This design comes from an exercise in tuning for small area, a short achievable clock period and few clock cycles per item on the open sky130 flow, not from production work.
Only simulation tests tie the RTL to the original design; equivalence was not proved.
Power figures rest on the tool's default switching activity, not on a simulated workload.

**flow/flow/run.sh**
```bash
#!/bin/bash
# Layout flow: the standard flow (standard.sh) with one change: the port
# buffers that global placement inserts are sky130_fd_sc_hd__buf_4 cells
# instead of the default pick (clkdlybuf4s50_1, a slow delay cell that the
# later resizing, limited to the same footprint, cannot replace). Every port
# still gets its buffer. ORFS writes each step's full log under orfs/logs/;
# make's own output goes to make.log in this folder.
set -euo pipefail
bash standard.sh "BUFFER_PORTS_ARGS=-buffer_cell sky130_fd_sc_hd__buf_4" finish > make.log 2>&1
```
**flow/standard.sh**
```bash
#!/bin/bash
# synth_recipe.tcl (not shown) runs the flow's synth.tcl, then flattens the netlist and writes it again
# the make line also repeats each setting of config.mk as NAME=value (left out here)
make -C /OpenROAD-flow-scripts/flow DESIGN_CONFIG=/design/flow/config.mk WORK_HOME=/design/flow/orfs CLKGATE_MAP_FILE= SYNTH_SCRIPT=/design/flow/synth_recipe.tcl "${@:-finish}"
```
**flow/config.mk**
```make
export PLATFORM = sky130hd
export DESIGN_NAME = MiniCalc2Core
export DESIGN_NICKNAME = MiniCalc2Core
export VERILOG_FILES = /design/flow/design.v
export SDC_FILE = /design/flow/constraint.sdc
export NUM_CORES = 4
export LEC_CHECK = 0
export CAP_MARGIN = 20
export CORE_MARGIN = 2
export CORE_UTILIZATION = 40
export PLACE_DENSITY = 0.6
export SETUP_SLACK_MARGIN = 5
export SLEW_MARGIN = 20
export SYNTH_HIERARCHICAL = 1
```
**flow/constraint.sdc**
```tcl
create_clock -name core_clock -period 10.0 [get_ports {Clk}]
set_input_delay 2.0000 -clock core_clock [delete_from_list [all_inputs] [get_ports {Clk}]]
set_output_delay 2.0000 -clock core_clock [all_outputs]
set_load 0.01 [all_outputs]
```
**flow/design.v**
```verilog
`timescale 1ns / 1ps
module MiniCalc2Core (
    input  wire        Clk,
    input  wire        Reset,
    input  wire [0:7]  Instruction,
    input  wire [0:31] InputA,
    output wire [0:31] OutputA,
    output wire [0:31] StackFirst,
    output wire [0:31] StackSecond,
    output wire [0:4]  StackSize,
    input  wire        Execute,
    output wire        Ready,
    output wire        StackEmpty,
    output wire        OperationalError,
    output reg         ErrorStackUnderflow,
    output reg         ErrorInvalidArg,
    output reg         ErrorInvalidInstr,
    output reg         ErrorOverflow
);
    localparam [7:0] OP_NOP    = 8'h0F;
    localparam [7:0] OP_ECHO   = 8'h1F;
    localparam [7:0] OP_PUSH   = 8'h01;
    localparam [7:0] OP_POP    = 8'h02;
    localparam [7:0] OP_COPY   = 8'h03;
    localparam [7:0] OP_ADD    = 8'h04;
    localparam [7:0] OP_SUB    = 8'h05;
    localparam [7:0] OP_MUL    = 8'h06;
    localparam [7:0] OP_DIV    = 8'h08;
    localparam [7:0] OP_SWAP   = 8'h09;
    localparam [7:0] OP_MOD    = 8'h0A;
    localparam [7:0] OP_GET    = 8'h20;
    localparam [7:0] OP_ADDROT = 8'h21;
    localparam [7:0] OP_LEN    = 8'h22;
    localparam [7:0] OP_FLA    = 8'h24;
    localparam [7:0] OP_CLS    = 8'h80;
    reg st_get, st_mul, st_dit, st_neg;
    wire idle = ~(st_get | st_mul | st_dit | st_neg);
    reg [31:0] oa, s1, s2;
    reg [4:0]  n;
    reg [4:0]  nm3;       
    reg [4:0]  gaddr;     
    reg [3:0]  cnt;
    reg        dneg;
    reg        dmod;
    reg        dhi;
    wire [7:0]  op = Instruction;
    wire [31:0] in = InputA;
    assign OutputA          = oa;
    assign StackFirst       = s1;
    assign StackSecond      = s2;
    assign StackSize        = n;
    assign Ready            = idle;
    assign StackEmpty       = (n == 5'd0);
    assign OperationalError = ErrorStackUnderflow | ErrorInvalidArg | ErrorInvalidInstr | ErrorOverflow;
    wire n_eq0  = (n == 5'd0);
    wire n_le1  = (n[4:1] == 4'd0);
    wire n_ge2  = ~n_le1;
    wire n_ge3  = n_ge2 & ~(n == 5'd2);
    wire n_eq31 = (n == 5'd31);
    reg [31:0] mem [0:28];
    wire [4:0] wa = n - 5'd2;
    always @(posedge Clk)
        if (n_ge2 && !n_eq31)
            mem[wa] <= s2;
    wire [4:0] ra = st_get ? gaddr : nm3;
    wire [31:0] rd = mem[ra];
    wire [31:0] popv = n_ge3 ? rd : 32'd0;
    wire [31:0] sum = s2 + s1;
    wire [31:0] rot = {1'b0, s1[22:0], in[7:0]};
    function [4:0] sigthermo(input [31:0] x);
        integer j;
        begin
            for (j = 1; j < 6; j = j + 1)
                sigthermo[j-1] = ((x >> (6*j - 1)) == (32'hFFFFFFFF >> (6*j - 1))) ||
                                 ((x >> (6*j - 1)) == 32'd0);
        end
    endfunction
    wire s2_shorter = |(sigthermo(s2) & ~sigthermo(s1));
    function [2:0] bctl(input [2:0] d);
        begin
            bctl[0] = d[0] ^ d[1];
            bctl[1] = (d[2] & ~d[1] & ~d[0]) | (~d[2] & d[1] & d[0]);
            bctl[2] = d[2] & ~(d[1] & d[0]);
        end
    endfunction
    function [32:0] booth(input [2:0] c, input [31:0] x);
        reg [31:0] m;
        begin
            m   = c[0] ? x : (c[1] ? {x[30:0], 1'b0} : 32'd0);
            booth = {c[2], m ^ {32{c[2]}}};
        end
    endfunction
    reg  [2:0]  bc0, bc1, bc2;
    wire [32:0] bp0 = booth(bc0, s2);
    wire [32:0] bp1 = booth(bc1, s2);
    wire [32:0] bp2 = booth(bc2, s2);
    wire [31:0] p1s = {bp1[29:0], bp1[32], bp1[32]};
    wire [31:0] p2s = {bp2[27:0], bp2[32], bp2[32], bp2[32], bp2[32]};
    wire [31:0] c1s = oa ^ bp0[31:0] ^ p1s;
    wire [31:0] c1m = (oa & bp0[31:0]) | (oa & p1s) | (bp0[31:0] & p1s);
    wire [31:0] c1c = {c1m[30:0], bp2[32]};
    wire [31:0] c2s = c1s ^ c1c ^ p2s;
    wire [31:0] c2m = (c1s & c1c) | (c1s & p2s) | (c1c & p2s);
    wire [31:0] c2c = {c2m[30:0], bp1[32]};
    wire [32:0] acc_w = {c2s, bp0[32]} + {c2c, bp0[32]};
    wire [31:0] acc_nx = acc_w[32:1];
    wire        mul_done = (s1[31:5] == 27'd0) || (s1[31:5] == {27{1'b1}});
    wire [31:0] neg1 = 32'd0 - s1;
    wire [31:0] neg2 = 32'd0 - s2;
    wire [31:0] abs1 = s1[31] ? neg1 : s1;
    wire [31:0] abs2 = s2[31] ? neg2 : s2;
    wire        s1_zero = (s1 == 32'd0);
    function [5:0] lzc(input [31:0] x);
        integer j;
        reg found;
        begin
            lzc = 6'd32;
            found = 1'b0;
            for (j = 31; j >= 0; j = j - 1)
                if (!found && x[j]) begin
                    lzc = 31 - j;
                    found = 1'b1;
                end
        end
    endfunction
    wire [31:0] xa = s2 ^ {32{s2[31]}};
    wire [31:0] xb = s1 ^ {32{s1[31]}};
    wire [31:0] ua = s2[31] ? {xa[30:0], 1'b1} : xa;
    wire [6:0]  sh_w = {1'b0, lzc({xb[31:1], 1'b1})} - {1'b0, lzc(ua)};
    function [31:0] smear(input [31:0] x);
        integer j;
        begin
            smear[31] = x[31];
            for (j = 30; j >= 0; j = j - 1)
                smear[j] = smear[j+1] | x[j];
        end
    endfunction
    wire        quick_lt = |(smear(xb) & ~smear(ua));
    wire [31:0] qres_mod = s1[31] ? neg2 : s2;
    wire [32:0] abs1_al = {1'b0, abs1} << {sh_w[4:1], 1'b0};
    wire [35:0] rr = {4'b0000, s2};
    wire [35:0] d1 = {3'b000, dhi & st_dit, s1};
    wire [35:0] d2 = {d1[34:0], 1'b0};
    wire [35:0] t1 = rr - d1;
    wire [35:0] t2 = rr - d2;
    wire [35:0] n1 = ~d1;
    wire [35:0] n2 = ~d2;
    wire [35:0] t3s = rr ^ n1 ^ n2;
    wire [35:0] t3c = (rr & n1) | (rr & n2) | (n1 & n2);
    wire [36:0] t3w = {t3s, 1'b1} + {t3c[34:0], 1'b1, 1'b1};
    wire [35:0] t3 = t3w[36:1];
    wire        q3 = ~t3[35];
    wire        q2 = ~t2[35];
    wire        q1 = ~t1[35];
    wire [31:0] q_nx = {oa[29:0], q2, q3 | (q1 & ~q2)};
    wire        sub_lt = t1[35];
    wire        dit_last = (cnt == 4'd0);
    wire        get_out = (oa[31:5] != 27'd0) || (oa[4:0] >= n);
    wire        get_s1  = (oa[4:0] == n - 5'd1);
    wire        get_s2  = (oa[4:0] == n - 5'd2);
    wire m_fin  = st_mul & mul_done;
    wire m_cont = st_mul & ~mul_done;
    wire d_last = st_dit & dit_last;
    wire d_cont = st_dit & ~dit_last;
    wire r3 = q3;
    wire r2 = q2 & ~q3;
    wire r1 = q1 & ~q2;
    wire r0 = ~q1;
    wire dl_r = d_last & dmod;
    wire dl_q = d_last & ~dmod;
    wire b_fin = m_fin | (d_last & ~dneg) | st_neg;
    wire b_neg = d_last & dneg;
    wire g_ok = st_get & ~get_out;
    wire g_s1 = g_ok & get_s1;
    wire g_s2 = g_ok & ~get_s1 & get_s2;
    wire g_rd = g_ok & ~get_s1 & ~get_s2;
    wire b_s1w = st_mul | st_dit | st_neg;
    wire b_s2w = b_fin | m_cont | (d_cont & q1);
    wire b_oaw = st_get | m_cont | d_cont | b_fin;
    wire [31:0] y_sh = {{6{s1[31]}}, s1[31:6]};
    wire [31:0] x_sh = {s2[25:0], 6'd0};
    wire [31:0] d_sh = {1'b0, dhi, s1[31:2]};
    wire       sel_s1_in, sel_s1_sum, sel_s1_t1, sel_s1_s2, sel_s1_rot, sel_s1_qm,
               sel_s1_abs, sel_s1_hold;
    wire       sel_s2_s1, sel_s2_pop, sel_s2_abs, sel_s2_hold;
    wire       sel_oa_in, sel_oa_s1, sel_oa_s2, sel_oa_n, sel_oa_fla, sel_oa_hold;
    wire       n_inc, n_dec, n_clr;
    wire       e_und, e_arg, e_ins, e_ovf, f_we;
    wire       d_get, d_mod, a_mul, a_dstart;
    MiniCalc2Dec dec (
        .op(op), .execute(Execute), .idle(idle),
        .n_eq0(n_eq0), .n_le1(n_le1), .n_eq31(n_eq31),
        .sub_lt(sub_lt), .s1_zero(s1_zero), .quick_lt(quick_lt), .s2_shorter(s2_shorter),
        .b_s1w(b_s1w), .b_s2w(b_s2w), .b_oaw(b_oaw), .b_fin(b_fin),
        .sel_s1_in(sel_s1_in), .sel_s1_sum(sel_s1_sum), .sel_s1_t1(sel_s1_t1),
        .sel_s1_s2(sel_s1_s2), .sel_s1_rot(sel_s1_rot), .sel_s1_qm(sel_s1_qm),
        .sel_s1_abs(sel_s1_abs), .sel_s1_hold(sel_s1_hold),
        .sel_s2_s1(sel_s2_s1), .sel_s2_pop(sel_s2_pop), .sel_s2_abs(sel_s2_abs),
        .sel_s2_hold(sel_s2_hold),
        .sel_oa_in(sel_oa_in), .sel_oa_s1(sel_oa_s1), .sel_oa_s2(sel_oa_s2),
        .sel_oa_n(sel_oa_n), .sel_oa_fla(sel_oa_fla), .sel_oa_hold(sel_oa_hold),
        .n_inc(n_inc), .n_dec(n_dec), .n_clr(n_clr),
        .e_und(e_und), .e_arg(e_arg), .e_ins(e_ins), .e_ovf(e_ovf), .f_we(f_we),
        .d_get(d_get), .d_mod(d_mod), .a_mul(a_mul), .a_dstart(a_dstart)
    );
    wire [31:0] s1_nx, s2_nx, oa_nx;
    MiniCalc2Sel #(.N(17)) s1_sel (
        .sel({sel_s1_in, sel_s1_sum, sel_s1_t1, sel_s1_s2, sel_s1_rot, sel_s1_qm,
              sel_s1_abs, sel_s1_hold,
              m_fin, m_cont, d_cont, dl_r & r3, dl_r & r2, dl_r & r1, dl_r & r0, dl_q,
              st_neg}),
        .d({in, sum, t1[31:0], s2, rot, qres_mod, abs1_al[31:0], s1,
            acc_nx, y_sh, d_sh, t3[31:0], t2[31:0], t1[31:0], s2, q_nx,
            neg1}),
        .y(s1_nx));
    MiniCalc2Sel #(.N(9)) s2_sel (
        .sel({sel_s2_s1, sel_s2_pop, sel_s2_abs, sel_s2_hold,
              b_fin, m_cont, d_cont & r3, d_cont & r2, d_cont & r1}),
        .d({s1, popv, abs2, s2,
            popv, x_sh, t3[31:0], t2[31:0], t1[31:0]}),
        .y(s2_nx));
    MiniCalc2Sel #(.N(11)) oa_sel (
        .sel({sel_oa_in, sel_oa_s1, sel_oa_s2, sel_oa_n, sel_oa_fla, sel_oa_hold,
              g_s1, g_s2, g_rd, m_cont, d_cont}),
        .d({in, s1, s2, {27'd0, n}, {27'd0, n_eq0, ErrorStackUnderflow, ErrorInvalidArg,
            ErrorInvalidInstr, ErrorOverflow}, oa,
            s1, s2, rd, acc_nx, q_nx}),
        .y(oa_nx));
    wire [4:0] n_nx   = n_clr ? 5'd0 : n_inc ? n + 5'd1 : n_dec ? n - 5'd1 : n;
    wire [4:0] nm3_nx = n_clr ? 5'd29 : n_inc ? n - 5'd2 : n_dec ? n - 5'd4 : nm3;
    always @(posedge Clk) begin
        if (Reset) begin
            st_get <= 1'b0;
            st_mul <= 1'b0;
            st_dit <= 1'b0;
            st_neg <= 1'b0;
            n <= 5'd0;
            nm3 <= 5'd29;
            s1 <= 32'd0;
            s2 <= 32'd0;
            oa <= 32'd0;
            ErrorStackUnderflow <= 1'b0;
            ErrorInvalidArg <= 1'b0;
            ErrorInvalidInstr <= 1'b0;
            ErrorOverflow <= 1'b0;
        end else begin
            st_get <= d_get;
            st_mul <= a_mul | m_cont;
            st_dit <= a_dstart | d_cont;
            st_neg <= b_neg;
            n <= n_nx;
            nm3 <= nm3_nx;
            s1 <= s1_nx;
            s2 <= s2_nx;
            oa <= oa_nx;
            if (f_we) begin
                ErrorStackUnderflow <= e_und;
                ErrorInvalidArg <= e_arg;
                ErrorInvalidInstr <= e_ins;
                ErrorOverflow <= e_ovf;
            end
        end
        if (d_get)
            gaddr <= in[4:0];
        if (st_mul) begin
            bc0 <= bctl(s1[7:5]);
            bc1 <= bctl(s1[9:7]);
            bc2 <= bctl(s1[11:9]);
        end else if (a_mul) begin
            bc0 <= s2_shorter ? bctl({s2[1:0], 1'b0}) : bctl({s1[1:0], 1'b0});
            bc1 <= s2_shorter ? bctl(s2[3:1]) : bctl(s1[3:1]);
            bc2 <= s2_shorter ? bctl(s2[5:3]) : bctl(s1[5:3]);
        end
        if (a_dstart) begin
            dneg <= s1[31] ^ s2[31];
            dmod <= d_mod;
        end
        if (a_dstart)
            dhi <= abs1_al[32];
        else if (st_dit)
            dhi <= 1'b0;
        if (a_dstart)
            cnt <= sh_w[4:1];
        else if (st_dit)
            cnt <= cnt - 4'd1;
    end
endmodule
module MiniCalc2Sel #(
    parameter N = 2
) (
    input  wire [N-1:0]    sel,
    input  wire [32*N-1:0] d,
    output reg  [31:0]     y
);
    integer k;
    always @(*) begin
        y = 32'd0;
        for (k = 0; k < N; k = k + 1)
            y = y | ({32{sel[k]}} & d[32*k +: 32]);
    end
endmodule
module MiniCalc2Dec (
    input  wire [7:0] op,
    input  wire       execute,
    input  wire       idle,
    input  wire       n_eq0,
    input  wire       n_le1,
    input  wire       n_eq31,
    input  wire       sub_lt,
    input  wire       s1_zero,
    input  wire       quick_lt,
    input  wire       s2_shorter,
    input  wire       b_s1w,
    input  wire       b_s2w,
    input  wire       b_oaw,
    input  wire       b_fin,
    output wire       sel_s1_in,
    output wire       sel_s1_sum,
    output wire       sel_s1_t1,
    output wire       sel_s1_s2,
    output wire       sel_s1_rot,
    output wire       sel_s1_qm,
    output wire       sel_s1_abs,
    output wire       sel_s1_hold,
    output wire       sel_s2_s1,
    output wire       sel_s2_pop,
    output wire       sel_s2_abs,
    output wire       sel_s2_hold,
    output wire       sel_oa_in,
    output wire       sel_oa_s1,
    output wire       sel_oa_s2,
    output wire       sel_oa_n,
    output wire       sel_oa_fla,
    output wire       sel_oa_hold,
    output wire       n_inc,
    output wire       n_dec,
    output wire       n_clr,
    output wire       e_und,
    output wire       e_arg,
    output wire       e_ins,
    output wire       e_ovf,
    output wire       f_we,
    output wire       d_get,
    output wire       d_mod,
    output wire       a_mul,
    output wire       a_dstart
);
    wire x = idle & execute;
    wire o_push = (op == 8'h01);
    wire o_pop  = (op == 8'h02);
    wire o_copy = (op == 8'h03);
    wire o_add  = (op == 8'h04);
    wire o_sub  = (op == 8'h05);
    wire o_mul  = (op == 8'h06);
    wire o_div  = (op == 8'h08);
    wire o_swap = (op == 8'h09);
    wire o_mod  = (op == 8'h0A);
    wire o_nop  = (op == 8'h0F);
    wire o_echo = (op == 8'h1F);
    wire o_get  = (op == 8'h20);
    wire o_arot = (op == 8'h21);
    wire o_len  = (op == 8'h22);
    wire o_fla  = (op == 8'h24);
    wire o_cls  = (op == 8'h80);
    wire o_bad  = ~(o_push | o_pop | o_copy | o_add | o_sub | o_mul | o_div | o_swap |
                    o_mod | o_nop | o_echo | o_get | o_arot | o_len | o_fla | o_cls);
    wire o_dm   = o_div | o_mod;
    wire o_ar   = o_add | o_sub | o_mul | o_dm;
    wire n_ge2  = ~n_le1;
    wire a_push  = x & o_push & ~n_eq31;
    wire a_copy  = x & o_copy & ~n_eq31 & ~n_eq0;
    wire a_pop2  = x & o_pop & n_ge2;
    wire a_popz  = x & o_pop & n_le1;
    wire a_swap  = x & o_swap & n_ge2;
    wire a_arot  = x & o_arot & ~n_eq0;
    wire a_add   = x & o_add & n_ge2;
    wire a_sub   = x & o_sub & n_ge2 & ~sub_lt;
    wire a_dq    = x & o_dm & n_ge2 & ~s1_zero & quick_lt;
    wire d_echo  = x & o_echo;
    wire d_cls   = x & o_cls;
    assign a_mul    = x & o_mul & n_ge2;
    assign a_dstart = x & o_dm & n_ge2 & ~s1_zero & ~quick_lt;
    assign d_get    = x & o_get;
    assign d_mod    = o_mod;
    assign sel_s1_in  = a_push | d_echo;
    assign sel_s1_sum = a_add;
    assign sel_s1_t1  = a_sub;
    assign sel_s1_s2  = a_pop2 | a_swap | (a_mul & s2_shorter);
    assign sel_s1_rot = a_arot;
    assign sel_s1_qm  = a_dq & o_mod;
    assign sel_s1_abs = a_dstart;
    assign sel_s1_hold = ~x ? ~b_s1w :
        ~((o_push & ~n_eq31) | o_echo | (o_add & n_ge2) | (o_sub & n_ge2 & ~sub_lt) |
          o_pop | (o_swap & n_ge2) | (o_arot & ~n_eq0) | (o_mul & n_ge2 & s2_shorter) |
          (o_dm & n_ge2 & ~s1_zero) | o_cls);
    assign sel_s2_s1  = a_push | a_copy | a_swap | (a_mul & s2_shorter);
    assign sel_s2_pop = a_pop2 | a_add | a_sub | a_dq;
    assign sel_s2_abs = a_dstart;
    assign sel_s2_hold = ~x ? ~b_s2w :
        ~((o_push & ~n_eq31) | (o_copy & ~n_eq31 & ~n_eq0) | (o_swap & n_ge2) |
          (o_mul & n_ge2 & s2_shorter) | o_pop | (o_add & n_ge2) |
          (o_sub & n_ge2 & ~sub_lt) | (o_dm & n_ge2 & ~s1_zero) | o_cls | o_echo);
    assign sel_oa_in  = a_push | d_echo | d_get;
    assign sel_oa_s1  = a_copy;
    assign sel_oa_s2  = a_pop2 | a_swap;
    assign sel_oa_n   = x & o_len;
    assign sel_oa_fla = x & o_fla;
    assign sel_oa_hold = ~x ? ~b_oaw :
        ~((o_push & ~n_eq31) | o_echo | o_get | (o_copy & ~n_eq31 & ~n_eq0) | o_pop |
          (o_swap & n_ge2) | o_len | o_fla | o_cls | o_nop | (o_arot & ~n_eq0) | o_ar |
          o_bad);
    assign n_inc = a_push | a_copy;
    assign n_dec = a_pop2 | a_add | a_sub | a_dq | b_fin;
    assign n_clr = a_popz | d_cls | d_echo;
    assign e_ovf = x & (o_push | o_copy) & n_eq31;
    assign e_und = x & (((o_copy | o_pop | o_arot) & n_eq0) | ((o_swap | o_ar) & n_le1));
    assign e_arg = x & n_ge2 & ((o_sub & sub_lt) | (o_dm & s1_zero));
    assign e_ins = x & o_bad;
    assign f_we  = b_fin | (x & ~(o_get | o_len | o_fla));
endmodule
```
==> summary.md, run 1 <==
| Metric | Value |
|---|---|
| Layout cells sized above 1 | 23.0% |
| Max Buffers Root-to-Sink | 3 |
| TritonCTS Buffers | 113 |
| WHS Path Cells | 2 |
| Global-route wire length before repair | 401 mm |
| Design area | 0.0794 sq mm |
| Critical Path, Cell by Cell | buf_6 > clkbuf_16 > nand2_1 > o21ai_1 > xnor2_1 > fa_1 > inv_1 > fa_1 > ha_4 > o21a_1 > o2111a_2 > o31ai_4 > a2111oi_4 > o21ai_4 > o31ai_4 > nor4_1 > or3_1 > xnor2_2 > a222oi_1 > nand3_1 > nor2b_1 |
| Max-Cap Viols | 0 |
| Mapped cell area | 0.0664 sq mm |
| Clock sink total | 1,063 |
| Routed len/inst | 33.9 um |
| Core Box Area | 0.165 sq mm |
| Critical path capture point type | flop |
| FF-to-FF setup slack | 4.40 ns |
| HP Class | flop to flop |
| GPL Wtd Cong | 1.02 |
| Power density over the cells | 118 mW/mm^2 |
| DR pass1 iterations | 26 |
| Avg Cell Area, Syn | 11.1 sq um |
| Worst-path clk slew | 0.07 ns |
| HPWL after DPL | 185 mm |
| Sequential share of the synthesized area | 46.3% |
| Number of I/O port buffers | 150 |
| Worst Hold Launch | nm3[1]$_SDFFE_PP0P_ |
| Final period utilization | 56.0% |
| Placed Area | 0.0704 sq mm |
| Yosys warning count | 10 |
| Total power | 9.39 mW |
| Tmin final | 5.60 ns |
| Worst r2r path cells | 21 |
| ANT nets after route | 0 |
| DR DRC count | 0 |
| Most common cell in the netlist | edfxtp_1 |
| Syn-to-layout area delta | 19.6% |
| Reg-to-reg startpoint | bc0[0]$_DFFE_PP_ |
| Final worst slack | 4.40 ns |
| Ys flop type | edfxtp_1 |
| Die ar. | 0.169 sq mm |
| Clock latency on the worst-skew pair | 0.77 ns |
| Fillers | 14,744 |
| Largest net degree at the start of global routing | 137 |
| Post-synth top cells | edfxtp_1, nand2_1, nand3_1 |
| WL final | 291 mm |
| Asr flop ratio synth | 0% |
| Die H | 412 um |
| Crit path max fanout | 16 |
| Final max-slew violation count | 0 |
| Die W | 412 um |
| Via density | 6.64 |
| Worst EP arrival | 6.22 ns |
| GRT Total Usage | 32.9% |
| Iteration-0 DRC Markers | 9,638 |
| Post-synth EDFFs | 949 |
| Max-slew headroom | 20.0% |
| FF+latch count, synth | 1,063 |
| Distinct cells, synth | 108 |
| Final setup vio count | 0 |
| Outcome | complete, no violations |
| Final Hold Fails | 0 |
| RSZ-0062 raised after global routing | yes |
| Cells after Synth | 6,004 |
| Worst setup SP type | flop |
| Routed via count | 56,918 |
| Fmax | 178 MHz |
| Rows | 149 |
| CTS root buffer | clkbuf_16 |
| Leakage | 28.3 nW |
| CTS tree | yes |
| CP max-delay cell | a222oi_1 |
| Overflow after GRT | 0 |
| Worst hold endpoint | nm3[1]$_SDFFE_PP0P_ |
| Least-Margin Pin Slew | 1.19 ns |
| Initial Utilization | 40.3% |
| Req. time, crit path | 10.62 ns |
| Post-synth top area share | 42.9% |
| # nets final | 6,614 |
| Place WS | 2.45 ns |
| Antenna violations before repair | 22 |
| Synth area leaders | edfxtp_1, mux4_2, nand2_1 |
| Skew final | 0.0594 ns |
| CP peak stage delay | 0.72 ns |
| Layout Utilization | 48.1% |
| Max IR drop VDD | 0.000188 V |
| Crit Path Category | flop to flop |
| R2R Path End | s1[26]$_SDFF_PP0_ |
| Final setup TNS | 0 ns |
| # H-tree levels | 3 |
| # IOs | 151 |
| Synth area leader | edfxtp_1 |
| Vias in the first global route | 53,120 |
modules after synthesis (local to each module, per instance), excerpt:
module	cells inside	times used	cell area, sq um	flops+latches
MiniCalc2Core	5068	1	59300	1063
MiniCalc2Dec	120	1	752	0
worst max path at each step:
stage	startpoint	endpoint	slack, ns	cells past startpoint
after floorplan	s2[17]$_SDFF_PP0_	s1[29]$_SDFF_PP0_	4.96	19
after global placement	s1[12]$_SDFF_PP0_	s1[13]$_SDFF_PP0_	2.41	23
after detailed placement	s1[12]$_SDFF_PP0_	s1[13]$_SDFF_PP0_	2.45	23
after CTS	bc1[0]$_DFFE_PP_	s1[26]$_SDFF_PP0_	4.51	20
after global routing	bc0[0]$_DFFE_PP_	s1[26]$_SDFF_PP0_	4.40	21
final	bc0[0]$_DFFE_PP_	s1[26]$_SDFF_PP0_	4.40	21
kinds of logic after synthesis:
| group | after synthesis | share of synthesized area (%) |
|---|---|---|
| AOI/OAI and AO/OA | 1413 | 15.8 |
| xor gates and xnor gates | 365 | 4.81 |
| adders and majority gates | 300 | 6.76 |
| buffers and inverters | 681 | 4.53 |
| DFF | 1063 | 46.3 |
| muxes | 282 | 8.49 |
| other | 1 | 0.00564 |
| and+or+nand+nor | 1899 | 13.3 |
routing by layer:
| metal | global-route usage, % | wire [um] | share of wire, % | vias up |
|---|---|---|---|---|
| li1 | - | - | - | 23335 |
| met1 | 44.0 | 109000 | 38 | 28389 |
| met5 | 0 | 185 | 0.064 | - |
| met3 | 11.2 | 42100 | 14 | 932 |
| met2 | 48.1 | 123000 | 42 | 4244 |
| met4 | 14.6 | 16400 | 5.6 | 18 |
final cells by class:
class	instances	area [sq um]	share of cell area (%)
flip-flops and latches	1063	30900	38.9
well taps	2189	2740	3.45
inverters	215	890	1.12
multi-input cells	4321	35500	44.7
diodes	11	27.5	0.0347
clock inverters	75	731	0.920
clock buffers	138	2920	3.68
repair buffers	557	5720	7.21
registers in the layout, summed over array words and instances, names as in the netlist, 4 cells and up:
signal,count
nm3,5
n,5
oa,32
cnt,4
gaddr,5
s2,32
mem,928
s1,32
power breakdown:
group | internal [mW] | leakage (nW) | switching, mW
Sequential | 4.76 | 9.61 | 0.00379
Combinational | 0.157 | 16.9 | 0.286
Clock | 2.31 | 1.76 | 1.88
worst max-delay path: cells and delay by family, from the launching register on:
family,cells,cell delay (ns)
flops,1,0.38
compound gates,8,2.15
simple gates,5,0.90
fa+ha+maj,3,1.28
xor+xnor,2,0.35
buf+inv,3,0.40
stage by stage:
stage | hold slack [ns] | instances
6_report | 0.523 | 8569
5_1_grt | 0.557 | 8562
4_1_cts | 0.525 | 8463
3_5_place_dp | 0.516 | 8125
3_3_place_gp | 0.504 | 8123
2_1_floorplan | 0.437 | 6065
what timing repair did:
| item | 4_1_cts | 5_1_grt |
|---|---|---|
| pin swaps | 101 | 141 |
| gates resized for setup | 389 | 275 |
| setup buffers | 110 | 81 |
| gates cloned | 15 | 14 |
| setup endpoints to repair | 103 | 89 |
| hold buffers | 0 | 0 |
layout by cell type (no fill, tap or decap), types with 27 or more instances in the layout:
cell type,Yosys,routed
edfxtp_1,949,949
nand2_1,790,775
buf_4,41,418
nand3_1,323,316
xnor2_1,289,275
nor2_1,286,237
mux4_2,224,224
o21ai_0,280,222
inv_1,208,193
a21oi_1,200,174
ha_1,202,174
a22oi_1,166,145
clkbuf_16,0,127
a22o_1,124,124
nor2b_1,131,122
a221oi_1,121,97
a222oi_1,97,97
fa_1,98,97
xor2_1,76,74
a221oi_2,41,64
dfxtp_1,114,62
conb_1,1,62
nor3_1,87,58
buf_6,29,51
and3_1,51,48
o31a_1,42,42
nand2b_1,40,40
a21o_1,40,38
buf_12,2,38
or3_1,39,36
nor2_4,0,36
o21a_1,34,34
mux2i_1,51,34
o21ai_1,4,33
nand4_1,30,30
clkinv_1,7,28
dfxtp_4,0,28
o211ai_1,27,27
Testbench counts, summed over its fixed seeds: cycles 9,947, instrs 6,400.
==> run 2: changes to the inputs <==
--- a/flow/design.v
+++ b/flow/design.v
@@ -155,3 +155,3 @@
     wire [31:0] q_nx = {oa[29:0], q2, q3 | (q1 & ~q2)};
-    wire        sub_lt = t1[35];
+    wire        sub_lt = (s2 < s1);     
     wire        dit_last = (cnt == 4'd0);
--- a/flow/config.mk
+++ b/flow/config.mk
@@ -10,2 +10,4 @@
 export CORE_UTILIZATION = 40
+export CTS_CLUSTER_DIAMETER = 100
+export CTS_CLUSTER_SIZE = 24
 export PLACE_DENSITY = 0.6
==> summary.md, run 2 <==
| Metric | Value |
|---|---|
| Post-route insts no fill | 8,399 |
| Net Sw Frac | 23.6% |
| Routed len/inst | 33.4 um |
| Layout Utilization | 47.5% |
| CP dominant cell by count | buf_12 |
| Final period utilization | 56.2% |
| Net Sw Power | 1.86 mW |
| Critical path capture point type | flop |
| Max Buffers Root-to-Sink | 3 |
| Reg with most FFs | mem |
| Syn-to-layout area delta | 18.0% |
| Met3 Use GR | 9.77% |
| Die W | 411 um |
| Simple-Gate Fraction of Synth Area | 12.4% |
| Crit path buf inv count | 4 |
| Req. time, crit path | 10.58 ns |
| Compound-Gate Fraction of Synth Area | 16.3% |
| Asr flop ratio synth | 0% |
| Outcome | complete, no violations |
| Overflow after GRT | 0 |
| Fmax | 178 MHz |
| Ys flop type | edfxtp_1 |
| Clock latency on the worst-skew pair | 0.77 ns |
| Clock sink total | 1,063 |
| Largest net degree at the start of global routing | 117 |
| Max-Cap Viols | 0 |
| Vias in the first global route | 53,314 |
| GRT Total Usage | 32.2% |
| Crit Path Category | flop to flop |
| ANT nets after route | 0 |
| Tmin final | 5.62 ns |
| Power density over the cells | 101 mW/mm^2 |
| Post-synth top cells | edfxtp_1, nand2_1, nand3_1 |
| Post-synthesis mux area share | 8.66% |
| GR Util met2 | 48.5% |
| FF+latch count, synth | 1,063 |
| Distinct cells, synth | 103 |
| Fillers | 14,784 |
| GRT met1 Usage | 41.7% |
| Yosys warning count | 10 |
| RSZ-0062 raised after global routing | yes |
| # nets final | 6,510 |
| CTS tree | yes |
| Global-route wire length before repair | 395 mm |
| Number of I/O port buffers | 150 |
| Mapped cell area | 0.0663 sq mm |
| WL final | 281 mm |
| Via density | 6.67 |
| Layout cells sized above 1 | 24.6% |
| Final max-slew violation count | 0 |
| Max IR drop VDD | 0.000156 V |
| Avg Cell Area, Syn | 11.3 sq um |
| Commonest non-fill, non-tap cells in the layout | edfxtp_1, nand2_1, buf_4 |
| Clock power frac | 34.0% |
| Total power | 7.89 mW |
| Sequential group share of total power | 60.2% |
| Skew final | 0.124 ns |
| Largest delay share family, worst path | compound AO/OA/AOI/OAI gates |
| Placed Cells | 7,995 |
| Iteration-0 DRC Markers | 8,681 |
| Largest family of logic cells by synthesized area | compound AO/OA/AOI/OAI gates |
| Final Hold Fails | 0 |
| DR DRC count | 0 |
| Worst-path clk slew | 0.11 ns |
| Post-Synth Adder-Cell Area | 6.77% |
| TritonCTS Buffers | 56 |
| # H-tree levels | 2 |
| HP Class | flop to flop |
| Most common cell in the netlist | edfxtp_1 |
| FF-to-FF setup slack | 4.38 ns |
| CP peak stage delay | 0.37 ns |
| Final setup vio count | 0 |
| Antenna violations before repair | 15 |
| Final setup TNS | 0 ns |
| Core Box Area | 0.165 sq mm |
| Synth area leaders | edfxtp_1, mux4_2, xnor2_1 |
| Crit path max fanout | 7 |
| Die H | 411 um |
| CP max-delay cell | dfxtp_4 |
| Initial Utilization | 40.3% |
| Worst EP arrival | 6.20 ns |
| Rows | 149 |
| Comb power frac | 5.7% |
| Commonest non-fill, non-tap cell in the layout | edfxtp_1 |
| Synth area leader | edfxtp_1 |
| GPL Wtd Cong | 1.01 |
| # IOs | 151 |
| Cells after Synth | 5,874 |
| Internal | 6.03 mW |
| Sequential share of the synthesized area | 46.4% |
| Worst setup SP type | flop |
| Design area | 0.0783 sq mm |
| Gr busiest metal | met2 |
| Post-synth top area share | 43.0% |
| Routed via count | 55,995 |
| HPWL after DPL | 180 mm |
| Die ar. | 0.169 sq mm |
| Post-synth EDFFs | 949 |
| Max-slew headroom | 16.4% |
| Placed Area | 0.0704 sq mm |
| CTS root buffer | clkbuf_16 |
| Least-Margin Pin Slew | 1.25 ns |
| DR pass1 iterations | 9 |
| XOR/XNOR share of the synthesized area | 5.04% |
| Max reg flops | 928 |
| Leakage | 27.5 nW |
run 2: final cells by class:
class	instances	area, sq um	share of cell area [%]
Clock inverter	13	240	0.307
Antenna cell	8	20.0	0.0256
Tap cell	2189	2740	3.50
Multi-Input combinational cell	4201	35800	45.7
Timing Repair Buffer	635	6150	7.86
Clock buffer	80	1530	1.96
Inverter	209	905	1.16
Timing Repair inverter	1	7.51	0.00959
Sequential cell	1063	30900	39.5
run 2: per-module statistics from Yosys (local to each module, per instance), a selection:
module	cells	area (sq um)
MiniCalc2Core	4938	59200
MiniCalc2Dec	120	752
run 2: power by group through the flow:
stage / registers [mW] / clock network [mW] / logic [mW]
2_1_floorplan: 4.85 / 0 / 0.189
3_3_place_gp: 4.86 / 0 / 0.327
3_5_place_dp: 4.86 / 0 / 0.329
4_1_cts: 4.75 / 2.71 / 0.411
5_1_grt: 4.75 / 2.86 / 0.458
6_report: 4.75 / 2.69 / 0.453
run 2: cell families (layout without fill, tap and decap cells):
group / after synthesis / count (layout)
adder cells (fa/ha/maj): 300 / 300
other: 1 / 70
buffers and inverters: 673 / 938
AND/OR/NAND/NOR: 1721 / 1722
XOR/XNOR: 381 / 382
multiplexers: 292 / 292
AO/OA/AOI/OAI: 1443 / 1443
flip-flops: 1063 / 1063
run 2: per-layer routing:
| metal | part of all wire, % | wire length, um | up-vias |
|---|---|---|---|
| met3 | 13 | 36400 | 1004 |
| li1 | - | - | 23075 |
| met4 | 6.8 | 19000 | 18 |
| met1 | 37 | 104000 | 27886 |
| met5 | 0.083 | 234 | - |
| met2 | 43 | 121000 | 4012 |
run 2: path summary, 6_finish.rpt:
kind,start,cells after the start,to
max,s2[0]$_SDFF_PP0_,26,s1[13]$_SDFF_PP0_
min,nm3[1]$_SDFFE_PP0P_,2,nm3[1]$_SDFFE_PP0P_
max reg2reg,s2[0]$_SDFF_PP0_,26,s1[13]$_SDFF_PP0_
min reg2reg,nm3[1]$_SDFFE_PP0P_,2,nm3[1]$_SDFFE_PP0P_
run 2: per-stage QoR:
stage	setup slack (ns)	hold WS, ns
floorplan	4.99	0.437
global placement	2.04	0.517
detailed placement	1.97	0.507
CTS	4.49	0.523
global route	4.32	0.555
finish	4.38	0.525
run 2: worst reg2reg max path, stage by stage (launching register included):
cell and delay, ns:
dfxtp_4 0.37, buf_12 0.11, clkinvlp_4 0.10, ha_4 0.18, fa_2 0.35, nand2b_4 0.16, a21boi_4 0.14, o21ai_2 0.08
a32oi_2 0.34, a211oi_4 0.10, buf_6 0.15, or2_4 0.26, o31a_1 0.32, a21oi_4 0.20, a31o_4 0.23, a31oi_4 0.28
nor2_1 0.19, and4_4 0.26, a31oi_2 0.04, nand2_2 0.17, o22ai_4 0.14, buf_12 0.24, a22oi_2 0.31, nand2_1 0.10
a221oi_2 0.29, nand3_1 0.17, nor2b_1 0.16
run 2: timing repair:
item / CTS / global route
cloned: 20 / 2
hold endpoints to repair: 0 / 0
setup endpoints to repair: 120 / 94
setup buffers: 217 / 64
pin swaps: 194 / 127
resized for setup: 539 / 152
hold buffers: 0 / 0
Testbench counts of run 2, summed over its fixed seeds: cycles 9,947, instrs 6,400.
==> run 3: changes to the inputs <==
==> flow/run.sh (new file) <==
#!/bin/bash
# synth_recipe.tcl (not shown) runs the flow's synth.tcl, then flattens the netlist and writes it again
# the make line also repeats each setting of config.mk as NAME=value (left out here)
make -C /OpenROAD-flow-scripts/flow DESIGN_CONFIG=/design/flow/config.mk WORK_HOME=/design/flow/orfs CLKGATE_MAP_FILE= SYNTH_SCRIPT=/design/flow/synth_recipe.tcl finish
--- a/flow/config.mk
+++ b/flow/config.mk
@@ -10,4 +10,2 @@
 export CORE_UTILIZATION = 40
-export CTS_CLUSTER_DIAMETER = 100
-export CTS_CLUSTER_SIZE = 24
 export PLACE_DENSITY = 0.6
removed: flow/flow/run.sh
removed: flow/standard.sh
==> summary.md, run 3 <==
| Metric | Value |
|---|---|
| Outcome | complete, no violations |
| Leakage | 28.2 nW |
| FF+latch count, synth | 1,063 |
| Largest delay share family, worst path | compound AO/OA/AOI/OAI gates |
| Most common cell in the netlist | edfxtp_1 |
| Distinct cells, synth | 103 |
| DR DRC count | 0 |
| Critical path capture point type | flop |
| XOR/XNOR share of the synthesized area | 5.04% |
| Layout cells sized above 1 | 23.4% |
| CP peak stage delay | 0.51 ns |
| Fmax | 182 MHz |
| Rows | 149 |
| RSZ-0062 raised after global routing | yes |
| Mapped cell area | 0.0663 sq mm |
| Final max-slew violation count | 0 |
| Worst setup SP type | flop |
| # H-tree levels | 3 |
| Compound-Gate Fraction of Synth Area | 16.3% |
| Largest family of logic cells by synthesized area | compound AO/OA/AOI/OAI gates |
| Design area | 0.0808 sq mm |
| Skew final | 0.0956 ns |
| Tmin final | 5.48 ns |
| Iteration-0 DRC Markers | 9,019 |
| Max-Cap Viols | 0 |
| Final setup TNS | 0 ns |
| Worst-path clk slew | 0.07 ns |
| Crit path max fanout | 8 |
| Routed via count | 56,473 |
| Crit path buf inv count | 4 |
| Max reg flops | 928 |
| CTS tree | yes |
| Commonest non-fill, non-tap cell in the layout | edfxtp_1 |
| Final setup vio count | 0 |
| Number of I/O port buffers | 150 |
| Max-slew headroom | 19.8% |
| Antenna violations before repair | 17 |
| Ys flop type | edfxtp_1 |
| WL final | 284 mm |
| Req. time, crit path | 10.66 ns |
| Yosys warning count | 10 |
| Fillers | 14,691 |
| Critical Path, Cell by Cell | buf_12 > nor2b_4 > buf_12 > buf_6 > a22oi_1 > xor2_1 > fa_1 > inv_1 > fa_1 > ha_4 > or2_4 > a311o_1 > nand3_2 > a31oi_4 > o21a_1 > o41a_1 > a311oi_2 > xnor2_2 > a22o_1 > a221oi_2 > and3_1 > nand2_1 > nor2b_1 |
| Core Box Area | 0.165 sq mm |
| Die H | 411 um |
| Power density over the cells | 115 mW/mm^2 |
| Worst EP arrival | 6.14 ns |
| Via density | 6.64 |
| CP max-delay cell | fa_1 |
| Place WS | 2.77 ns |
| Post-synth top cells | edfxtp_1, nand2_1, nand3_1 |
| Reg with most FFs | mem |
| Overflow after GRT | 0 |
| Final Hold Fails | 0 |
| TritonCTS Buffers | 110 |
| Synth area leader | edfxtp_1 |
| Hold WS | 0.508 ns |
| Crit Path Category | flop to flop |
| Max IR drop VDD | 0.000144 V |
| Post-synth top area share | 43.0% |
| # nets final | 6,572 |
| Placed Area | 0.0707 sq mm |
| Post-synth EDFFs | 949 |
| Vias in the first global route | 53,950 |
| Commonest non-fill, non-tap cells in the layout | edfxtp_1, nand2_1, buf_4 |
| Global-route wire length before repair | 396 mm |
| Synth area leaders | edfxtp_1, mux4_2, xnor2_1 |
| Clock latency on the worst-skew pair | 0.80 ns |
| Largest net degree at the start of global routing | 121 |
| Final worst slack | 4.52 ns |
| GRT Total Usage | 32.3% |
| ANT nets after route | 0 |
| HP Class | flop to flop |
| Syn-to-layout area delta | 21.8% |
| Max Buffers Root-to-Sink | 3 |
| Cells after Synth | 5,874 |
| Routed len/inst | 33.4 um |
| Clock sink total | 1,063 |
| CTS root buffer | clkbuf_16 |
| Post-Synth Adder-Cell Area | 6.77% |
| Initial Utilization | 40.3% |
| Post-synthesis mux area share | 8.66% |
| Simple-Gate Fraction of Synth Area | 12.4% |
| Die ar. | 0.169 sq mm |
| Asr flop ratio synth | 0% |
| GPL Wtd Cong | 0.996 |
| Placed Cells | 7,994 |
| HPWL after DPL | 177 mm |
| DR pass1 iterations | 13 |
| Post-route insts no fill | 8,509 |
| Layout Utilization | 49.0% |
| Final period utilization | 54.8% |
| Sequential share of the synthesized area | 46.4% |
| # IOs | 151 |
| Avg Cell Area, Syn | 11.3 sq um |
| Least-Margin Pin Slew | 1.20 ns |
| Total power | 9.26 mW |
| Die W | 411 um |
## run 3: cell types whose count changed in the layout (fill, tap and decap cells not counted), sizes merged
cell / delta
buf: -149
clkdlybuf4s50: +149
clkbuf: +60
clkinvlp: +10
xor2: -1
diode: -3
clkinv: +39
bufbuf: +3
bufinv: +5
inv: -3
## run 3: report_power, final
group	total [mW]	leakage, nW	internal [mW]	switching (mW)
clock network	4.04	1.64	2.17	1.87
registers	4.76	9.45	4.75	0.00270
logic	0.465	17.1	0.167	0.298
total	9.26	28.2	7.09	2.17
## run 3: cells by family after synthesis
logic type	count (synthesis)
muxes	292
DFF	1063
buffers and inverters	673
xor gates and xnor gates	381
other	1
and+or+nand+nor	1721
adders and majority gates	300
AOI/OAI and AO/OA	1443
## run 3: final cells by class
cell class	instances	area (sq um)	share of cell area, %
Multi-Input combinational cell	4200	35800	44.4
Clock buffer	134	2840	3.52
Timing Repair inverter	1	5.00	0.00619
Sequential cell	1063	30900	38.3
Inverter	209	901	1.11
Antenna cell	5	12.5	0.0155
Timing Repair Buffer	644	6940	8.58
Tap cell	2189	2740	3.39
Clock inverter	64	609	0.754
## run 3: final timing paths
kind                             from                   to  slack (ns)  cells past startpoint
setup / recovery     bc0[0]$_DFFE_PP_    oa[30]$_SDFF_PP0_        4.52                     23
hold / removal    nm3[1]$_SDFFE_PP0P_  nm3[1]$_SDFFE_PP0P_        0.51                      2
setup reg to reg     bc0[0]$_DFFE_PP_    oa[30]$_SDFF_PP0_        4.52                     23
hold reg to reg   nm3[1]$_SDFFE_PP0P_  nm3[1]$_SDFFE_PP0P_        0.51                      2
## run 3: layer usage
layer | up-vias | part of all wire [%] | global-route usage [%]
met2 | 4012 | 43 | 49.0
met4 | 22 | 7.1 | 17.9
met5 | - | 0.065 | 0.0848
met1 | 28110 | 37 | 41.2
li1 | 23260 | - | -
met3 | 1069 | 13 | 9.93
## run 3: per-module statistics from Yosys, one instance, submodules excluded, excerpt
module / times used / flip-flops and latches / cells / cell area [sq um]
MiniCalc2Core: 1 / 1063 / 4938 / 59200
MiniCalc2Dec: 1 / 0 / 120 / 752
## run 3: worst min-delay path, delay by kind of cell (launching register included)
family	cells	cell delay, ns
AOI/OAI and AO/OA	1	0.06
DFF	1	0.33
and+or+nand+nor	1	0.07
## run 3: repair_timing
item	CTS	global route
pin swaps	140	214
endpoints found under the hold margin	0	0
gates cloned	18	11
buffers inserted	217	66
resized for setup	542	225
hold buffers	0	0
endpoints found under the setup margin	113	109
==> run 4: changes to the inputs <==
--- a/flow/config.mk
+++ b/flow/config.mk
@@ -10,2 +10,4 @@
 export CORE_UTILIZATION = 40
+export CTS_CLUSTER_DIAMETER = 100
+export CTS_CLUSTER_SIZE = 24
 export PLACE_DENSITY = 0.6
==> summary.md, run 4 <==
| Metric | Value |
|---|---|
| Outcome | complete, no violations |
| CP peak stage delay | 0.60 ns |
| Initial Utilization | 40.3% |
| Max IR drop VDD | 0.000165 V |
| Die ar. | 0.169 sq mm |
| Most common cell in the netlist | edfxtp_1 |
| Post-synth EDFFs | 949 |
| Clock power frac | 34.6% |
| GRT Total Usage | 31.7% |
| Post-Synth Adder-Cell Area | 6.77% |
| Avg Cell Area, Syn | 11.3 sq um |
| Max-Cap Viols | 0 |
| Reg with most FFs | mem |
| Sequential share of the synthesized area | 46.4% |
| Comb power frac | 5.9% |
| Critical Path, Cell by Cell | inv_2 > buf_12 > xnor2_2 > fa_1 > inv_2 > fa_1 > ha_4 > a21o_1 > a21o_1 > a311o_1 > nand3_2 > a31oi_4 > o21a_1 > o41a_1 > a311oi_2 > xnor2_2 > a22o_1 > a221oi_2 > and3_1 > nand2_1 > nor2b_1 |
| Tmin final | 5.47 ns |
| Clock latency on the worst-skew pair | 0.79 ns |
| Final period utilization | 54.7% |
| Ys flop type | edfxtp_1 |
| Req. time, crit path | 10.65 ns |
| Commonest non-fill, non-tap cell in the layout | edfxtp_1 |
| Worst EP arrival | 6.12 ns |
| Largest family of logic cells by synthesized area | compound AO/OA/AOI/OAI gates |
| Number of I/O port buffers | 150 |
| Global-route wire length before repair | 390 mm |
| CTS root buffer | clkbuf_16 |
| Cells after Synth | 5,874 |
| RSZ-0062 raised after global routing | yes |
| Skew final | 0.0859 ns |
| Distinct cells, synth | 103 |
| Worst setup SP type | flop |
| FF+latch count, synth | 1,063 |
| Largest delay share family, worst path | compound AO/OA/AOI/OAI gates |
| # H-tree levels | 2 |
| TritonCTS Buffers | 59 |
| Yosys warning count | 10 |
| XOR/XNOR share of the synthesized area | 5.04% |
| Via density | 6.67 |
| Layout cells sized above 1 | 22.6% |
| Routed via count | 56,388 |
| Final Hold Fails | 0 |
| Max reg flops | 928 |
| Final setup TNS | 0 ns |
| ANT nets after route | 0 |
| Syn-to-layout area delta | 19.6% |
| Leakage | 27.5 nW |
| HP Class | flop to flop |
| Max-slew headroom | 18.1% |
| Core Box Area | 0.165 sq mm |
| Clock sink total | 1,063 |
| Post-synth top area share | 43.0% |
| Mapped cell area | 0.0663 sq mm |
| GPL Wtd Cong | 0.996 |
| HPWL after DPL | 177 mm |
| Routed len/inst | 33.5 um |
| Least-Margin Pin Slew | 1.23 ns |
| Vias in the first global route | 53,053 |
| Internal | 6.08 mW |
| Crit path buf inv count | 3 |
| Critical path capture point type | flop |
| WL final | 283 mm |
| CTS tree | yes |
| Post-synthesis mux area share | 8.66% |
| Crit Path Category | flop to flop |
| Commonest non-fill, non-tap cells in the layout | edfxtp_1, nand2_1, buf_4 |
| Antenna violations before repair | 13 |
| Power density over the cells | 101 mW/mm^2 |
| Net Sw Power | 1.92 mW |
| Compound-Gate Fraction of Synth Area | 16.3% |
| # IOs | 151 |
| DR pass1 iterations | 11 |
| Final setup vio count | 0 |
| # nets final | 6,556 |
| Synth area leaders | edfxtp_1, mux4_2, xnor2_1 |
| Rows | 149 |
| Largest net degree at the start of global routing | 121 |
| DR DRC count | 0 |
| CP max-delay cell | edfxtp_1 |
| Max Buffers Root-to-Sink | 3 |
| Net Sw Frac | 24.0% |
| Sequential group share of total power | 59.4% |
| Asr flop ratio synth | 0% |
| Crit path max fanout | 13 |
| Post-synth top cells | edfxtp_1, nand2_1, nand3_1 |
| Synth area leader | edfxtp_1 |
| Final max-slew violation count | 0 |
| Simple-Gate Fraction of Synth Area | 12.4% |
| Fmax | 183 MHz |
| Worst-path clk slew | 0.10 ns |
| Iteration-0 DRC Markers | 8,944 |
| Total power | 7.99 mW |
| Die H | 411 um |
| Overflow after GRT | 0 |
| Die W | 411 um |
## run 4: cells by family after synthesis
family / Yosys count
AOI/OAI and AO/OA: 1443
and+or+nand+nor: 1721
buffers and inverters: 673
xor gates and xnor gates: 381
DFF: 1063
other: 1
adders and majority gates: 300
muxes: 292
## run 4: power groups by stage
stage	Clock, mW	Sequential, mW	Combinational [mW]
after floorplan	0	4.85	0.189
after global placement	0	4.86	0.334
after detailed placement	0	4.86	0.334
after CTS	2.80	4.75	0.399
after global routing	2.94	4.75	0.477
final	2.77	4.75	0.473
## run 4: routing by layer
metal | vias up | global-route usage (%) | wire, um
met5 | - | 0.170 | 166
met4 | 12 | 16.3 | 19500
met3 | 1035 | 8.34 | 36000
met2 | 4028 | 48.4 | 124000
met1 | 28114 | 41.4 | 104000
li1 | 23199 | - | -
## run 4: Yosys stat by module, one instance, submodules excluded, a selection
module | flip-flops and latches | cell area, sq um | cells inside | copies in the design
MiniCalc2Core | 1063 | 59200 | 4938 | 1
MiniCalc2Dec | 0 | 752 | 120 | 1
## run 4: tightest hold or removal path, delay by kind of cell, from the launching register on
| kind | cells | cell delay, ns |
|---|---|---|
| simple gates | 1 | 0.06 |
| compound gates | 1 | 0.07 |
| flops | 1 | 0.34 |
## run 4: layout make-up
type	instances	area, sq um
fill	14768	85500
multi-input combinational	4200	35700
sequential	1063	30900
timing repair buffer	679	7130
tap	2189	2740
clock buffer	87	1580
inverter	209	912
clock inverter	16	280
antenna	8	20.0
timing repair inverter	1	7.51
## run 4: final timing paths
kind | startpoint | endpoint | slack (ns) | cells past startpoint
hold reg to reg | nm3[1]$_SDFFE_PP0P_ | nm3[1]$_SDFFE_PP0P_ | 0.52 | 2
setup reg to reg | bc1[2]$_DFFE_PP_ | oa[30]$_SDFF_PP0_ | 4.53 | 21
setup / recovery | bc1[2]$_DFFE_PP_ | oa[30]$_SDFF_PP0_ | 4.53 | 21
hold / removal | nm3[1]$_SDFFE_PP0P_ | nm3[1]$_SDFFE_PP0P_ | 0.52 | 2
## run 4: per-stage QoR
step | instance area [sq um] | setup slack, ns | cells | utilization [%] | hold slack [ns]
6_report | 79300 | 4.53 | 8452 | 48.1 | 0.518
2_1_floorplan | 66900 | 4.99 | 5935 | - | 0.437
3_5_place_dp | 70700 | 2.77 | 7994 | 42.9 | 0.506
3_3_place_gp | 70700 | 2.82 | 7994 | 42.9 | 0.516
4_1_cts | 76600 | 4.59 | 8291 | 46.5 | 0.520
5_1_grt | 79300 | 4.42 | 8444 | 48.1 | 0.561
## run 4: repair_timing
action                                  4_1_cts  5_1_grt
gates cloned                                 14       14
pin swaps                                   112      145
hold buffers                                  0        0
endpoints found under the setup margin      113      112
setup buffers                               180      139
resized for setup                           466      264

-- what the ideal ports hide --
How much do the figures lean on ideal ports? The routed layouts below were timed once more, with nothing changed but the port constraints.
Step 1 assumes that a clkbuf_16 drives the clock port and a buf_2 every other input.
Step 2 adds t to the input delays and takes it off the output delays; t is the mean of the earliest and latest rising clock arrival at the registers after step 1. Input paths then give back, and output paths get back, about the clock's delay inside the block.
Three values: ideal ports, drivers, drivers and shift; two values: the first two.
run | t, ns | slack for setup (ns) | hold WS [ns] | worst slew at a driven data input, ns | cell pins on the clock port's net
run 1 | 0.818 | 4.395 / 4.395 / 4.395 | 0.523 / 0.523 / 0.523 | 0.21 | 1
run 2 | 0.791 | 4.377 / 4.377 / 4.377 | 0.525 / 0.525 / 0.525 | 0.16 | 1
run 3 | 0.842 | 4.519 / 4.519 / 4.197 | 0.508 / 0.508 / 0.508 | 0.20 | 1
run 4 | 0.825 | 4.534 / 4.534 / 4.185 | 0.518 / 0.518 / 0.518 | 0.20 | 1
After both steps setup and hold are still met in every run listed. For run 4, which loses most, drivers alone change the setup slack by 0.000 ns; drivers and shift together by -0.349 ns.
